This design comes from an exercise in tuning for small area, a short achievable clock period and few clock cycles per item on the open sky130 flow, not from production work. Where RTL was checked, it was by simulation tests only, not by an equivalence proof against the original. Power is estimated from default activity; no workload was simulated.

==> wip/ember: inputs <==
## geofence
module geofence (clk,reset,X,Y,valid,is_inside);
input           clk;
input           reset;
input   [9:0]   X;
input   [9:0]   Y;
output          valid;
output          is_inside;
reg  [4:0]  cnt;
reg         ph0, ph1, in_vtx, st8, chk, last;
reg  [5:0]  vm;                
reg  [9:0]  ox, oy;
reg  signed [10:0] rx [0:6];
reg  signed [10:0] ry [0:6];
reg         rg [0:6];
reg         rl [0:6];          
reg  [2:0]  rk [0:6];
reg         pl [0:6][0:5];     
reg         pe [0:6][0:5];     
reg         yl [0:5];          
reg         nyl, nyp, newl_r;  
reg  signed [10:0] sx, sy;
reg         bxp, bxn, byp, byn;    
integer i, j, k;
function automatic [10:0] sub10(input [9:0] a, input [9:0] b);
    reg [9:0] g, p, nb;
    integer q, d;
    begin
        nb = ~b;
        g = a & nb;
        p = a | nb;
        for (d = 1; d < 10; d = d * 2)
            for (q = 9; q >= d; q = q - 1) begin
                g[q] = g[q] | (p[q] & g[q-d]);
                p[q] = p[q] & p[q-d];
            end
        sub10 = {~(g[9] | p[9]), (a ^ nb) ^ {g[8:0] | p[8:0], 1'b1}};
    end
endfunction
function automatic [1:0] cmp11(input [10:0] a, input [10:0] b);
    reg [10:0] ua, ub, g, p;
    integer q, d;
    begin
        ua = {~a[10], a[9:0]};
        ub = {~b[10], b[9:0]};
        g = ub & ~ua;
        p = ub | ~ua;
        for (d = 1; d < 11; d = d * 2)
            for (q = 10; q >= d; q = q - 1) begin
                g[q] = g[q] | (p[q] & g[q-d]);
                p[q] = p[q] & p[q-d];
            end
        cmp11 = {g[10], g[10] | p[10]};
    end
endfunction
wire signed [10:0] nx = sub10(X, ox);
wire signed [10:0] ny = sub10(Y, oy);
wire        nz = (X == 10'd0);
reg  [1:0] cx [0:5];
reg  [1:0] cy [0:5];
reg        cl;
always @(*) begin
    cl = 1'b0;
    for (k = 0; k < 6; k = k + 1) begin
        cx[k] = cmp11(nx, rx[k]);
        cy[k] = cmp11(ry[k], ny);
        if (k > 0) cl = cl | (rl[k] & !cy[k][0]);
    end
end
reg        newl, ng;
reg        gn [0:6];           
always @(*) begin
    newl = 1'b1;
  ...
Settings: LEC_CHECK=0, ABC_AREA=1, CAP_MARGIN=20, CORE_MARGIN=2, CORE_UTILIZATION=60, CTS_BUF_LIST=sky130_fd_sc_hd__clkbuf_4 sky130_fd_sc_hd__clkbuf_8, PLACE_DENSITY=0.75, SETUP_SLACK_MARGIN=4.0, SLEW_MARGIN=20, SYNTH_HIERARCHICAL=1, SYNTH_MINIMUM_KEEP_SIZE=0; clock period 8.0 ns.
run.sh (not shown) runs the stock make flow with config.mk's settings and CLKGATE_MAP_FILE= SYNTH_SCRIPT=/design/flow/synth_recipe.tcl, a recipe that flattens the netlist after the stock synthesis.
==> wip/amber: changes against wip/ember <==
--- a/flow/design.v
+++ b/flow/design.v
@@ -4,14 +4,13 @@
 input           reset;
 input   [9:0]   X;
 input   [9:0]   Y;
 output          valid;
 output          is_inside;
 reg  [4:0]  cnt;
-reg         ph0, ph1, in_vtx, st8, chk, last;
-reg  [5:0]  vm;                
+reg         ph0, ph1, ph2, in_vtx, st8, chk, last;
 reg  [9:0]  ox, oy;
 reg  signed [10:0] rx [0:6];
 reg  signed [10:0] ry [0:6];
 reg         rg [0:6];
 reg         rl [0:6];          
 reg  [2:0]  rk [0:6];
@@ -67,15 +66,15 @@
         if (k > 0) cl = cl | (rl[k] & !cy[k][0]);
     end
 end
 reg        newl, ng;
 reg        gn [0:6];           
 always @(*) begin
-    newl = 1'b1;
+    newl = ph2;
     for (k = 0; k < 6; k = k + 1)
-        newl = newl & (pl[0][k] | !vm[k]);
+        newl = newl | (rl[k+1] & pl[0][k]);
     ng = !newl && (newl_r ? nyp : nyl);
     gn[0] = ng;
     for (k = 1; k < 7; k = k + 1)
         gn[k] = newl ? yl[k-1] : rg[k];
 end
 always @(posedge clk) begin
@@ -92,15 +91,15 @@
         for (k = 0; k < 6; k = k + 1) begin
             pl[i][k] <= pl[i-1][k];
             pe[i][k] <= pe[i-1][k];
         end
     if (in_vtx) begin
         bxp <= (bxp || ph1) && !nx[10];
-        bxn <= (bxn || ph1) && (nx[10] || X == ox);
+        bxn <= (bxn || ph1) && (nx[10] || nx == 11'd0);
         byp <= (byp || ph1) && !ny[10];
-        byn <= (byn || ph1) && (ny[10] || Y == oy);
+        byn <= (byn || ph1) && (ny[10] || ny == 11'd0);
     end
     nyl <= cl && !nz;
     nyp <= !cy[0][0] && !nz;
     newl_r <= newl;
     if (in_vtx) begin
         rx[0] <= nx;
@@ -977,26 +976,27 @@
 wire [4:0] cnt_n = done ? 5'd0 : cnt + 5'd1;
 always @(posedge clk) begin
     if (reset) begin
         cnt <= 5'd0;
         ph0 <= 1'b1;
         ph1 <= 1'b0;
+        ph2 <= 1'b0;
         in_vtx <= 1'b0;
         st8 <= 1'b0;
         chk <= 1'b0;
         last <= 1'b0;
     end else begin
         cnt <= cnt_n;
         ph0 <= cnt_n == 5'd0;
         ph1 <= cnt_n == 5'd1;
+        ph2 <= cnt_n == 5'd2;
         in_vtx <= cnt_n >= 5'd1 && cnt_n <= 5'd7;
         st8 <= cnt_n == 5'd8;
         chk <= cnt_n >= 5'd10 && cnt_n <= 5'd16;
         last <= cnt_n == 5'd16;
     end
-    vm <= (ph0 || ph1) ? 6'd0 : {vm[4:0], 1'b1};
 end
 assign valid = done;
 assign is_inside = pass && !st8;
 endmodule
 module fadd (a, b, c, s, co);
 input  a, b, c;
--- a/flow/config.mk
+++ b/flow/config.mk
@@ -6,12 +6,11 @@
 export NUM_CORES = 4
 export LEC_CHECK = 0
 export ABC_AREA = 1
 export CAP_MARGIN = 20
 export CORE_MARGIN = 2
 export CORE_UTILIZATION = 60
-export CTS_BUF_LIST = sky130_fd_sc_hd__clkbuf_4 sky130_fd_sc_hd__clkbuf_8
 export PLACE_DENSITY = 0.75
 export SETUP_SLACK_MARGIN = 4.0
 export SLEW_MARGIN = 20
 export SYNTH_HIERARCHICAL = 1
 export SYNTH_MINIMUM_KEEP_SIZE = 0
==> wip/garnet: changes against wip/ember <==
--- a/flow/design.v
+++ b/flow/design.v
@@ -92,15 +92,15 @@
         for (k = 0; k < 6; k = k + 1) begin
             pl[i][k] <= pl[i-1][k];
             pe[i][k] <= pe[i-1][k];
         end
     if (in_vtx) begin
         bxp <= (bxp || ph1) && !nx[10];
-        bxn <= (bxn || ph1) && (nx[10] || X == ox);
+        bxn <= (bxn || ph1) && (nx[10] || nx == 11'd0);
         byp <= (byp || ph1) && !ny[10];
-        byn <= (byn || ph1) && (ny[10] || Y == oy);
+        byn <= (byn || ph1) && (ny[10] || ny == 11'd0);
     end
     nyl <= cl && !nz;
     nyp <= !cy[0][0] && !nz;
     newl_r <= newl;
     if (in_vtx) begin
         rx[0] <= nx;
==> flow/config.mk (replaced) <==
export PLATFORM = sky130hd
export DESIGN_NAME = geofence
export DESIGN_NICKNAME = geofence
export VERILOG_FILES = /design/flow/design.v
export SDC_FILE = /design/flow/constraint.sdc
export NUM_CORES = 4
export LEC_CHECK = 0
export ABC_AREA = 1
export CAP_MARGIN = 20
export CORE_MARGIN = 2
export CORE_UTILIZATION = 70
export CTS_CLUSTER_DIAMETER = 100
export CTS_CLUSTER_SIZE = 30
export PLACE_DENSITY = 0.85
export SETUP_SLACK_MARGIN = 4.0
export SLEW_MARGIN = 20
export SYNTH_HIERARCHICAL = 1
export SYNTH_MINIMUM_KEEP_SIZE = 0
==> summary.txt <==
In die area, wip/ember and wip/amber hardly differ.
In wip/ember the critical path depth is higher than in wip/amber, by 2.
In sequential cell count, wip/garnet and wip/ember do not differ.
Final cell count, highest first: wip/ember, wip/amber, wip/garnet.
Of wip/amber and wip/garnet, wip/garnet has the higher combinational power (gap about 16%, measured against wip/garnet).
Sequential share of layout area: wip/amber < wip/ember < wip/garnet.
Against wip/amber, the design area of wip/garnet is lower by about 1.6%.
Of wip/garnet and wip/ember, wip/garnet has the higher maximum frequency (gap 1.1%, measured against wip/ember).
In wip/garnet the register-to-register slack is worse than in wip/ember, by 0.04 ns.
Sequential power, lowest first: wip/amber, wip/ember, wip/garnet.
Synthesized cell count, lowest first: wip/ember, wip/amber, wip/garnet.
==> figures <==
                                                                    wip/ember               wip/garnet                wip/amber
Number of well taps                                                       455                      390                      455
Multi-input combinational cell count                                     1846                     1867                     1866
Result of the run                                     complete, no violations  complete, no violations  complete, no violations
Ratio of layout area to synthesized area                               1.127x                   1.104x                   1.128x
CP startpoint                                                 csa[11]$_DFF_P_         rx[0][9]$_DFF_P_         rx[0][8]$_DFF_P_
Longest individual stage delay on the worst path                      0.32 ns                  0.56 ns                  0.56 ns
Xor and xnor area share after synthesis                                0.908%                    1.16%                   0.791%
Seq/total area                                                          29.2%                    29.7%                    28.8%
Via count of the routed design                                          18.1k                    18.5k                    17.8k
Effective utilization at floorplan                                      61.0%                    71.2%                    60.9%
Reg clk slew, reported paths                                          0.06 ns                  0.11 ns                  0.07 ns
Highest routed layer                                                     met4                     met5                     met5
HPWL Detailed                                                        42000 µm                 42900 µm                 41800 µm
Area share of the largest cell type after synthesis                     28.9%                    28.8%                    28.5%
Area of the multi-input gates                                       12800 µm²                13000 µm²                12900 µm²
Gate count after technology mapping                                      2631                     2682                     2666
Minimum setup slack after placement                                   3.34 ns                  3.27 ns                  3.07 ns
Post-CTS Repair Setup Buffers                                              26                       24                       25
Die span in y                                                          191 µm                   178 µm                   191 µm
Power consumption                                                     8.54 mW                  9.62 mW                  9.14 mW
Global-route met3 utilization                                           5.49%                    6.88%                    5.29%
Post-Route Skew                                                     0.0365 ns                0.0201 ns                0.0199 ns
Number of buffers and inverters on the critical path                        2                        3                        2
Testbench counts of wip/ember, summed over its fixed seeds: cycles 30,239, items 2,400.
Testbench counts of wip/amber, summed over its fixed seeds: cycles 30,239, items 2,400.
For wip/garnet, only the layout was checked, not whether the RTL still works.

[re-timing with driven ports]
In the flow no input, the clock included, has a driving cell. The finished layouts below were timed again as built, in two steps. Step 1 sets driving cells, clkbuf_16 on the clock port and buf_2 on the other inputs (assumed; they add their load-dependent delay and slew). Step 2 also shifts input and output timing later by t, the mid clock arrival at the registers, as if the neighbouring blocks saw the same clock. Three values: ideal, step 1, step 2; two values: the first two.
run	shift t [ns]	slack for setup (ns)	clock arrival spread, ns
wip/ember	0.710	3.966 / 3.913 / 3.543	0.039 / 0.039
wip/amber	0.585	4.016 / 4.016 / 3.599	0.022 / 0.021
wip/garnet	0.587	4.008 / 4.004 / 3.587	0.020 / 0.020
After both steps every run listed still meets setup and hold. For wip/ember, which loses most, drivers alone change the setup slack by -0.053 ns; drivers and shift together by -0.423 ns.
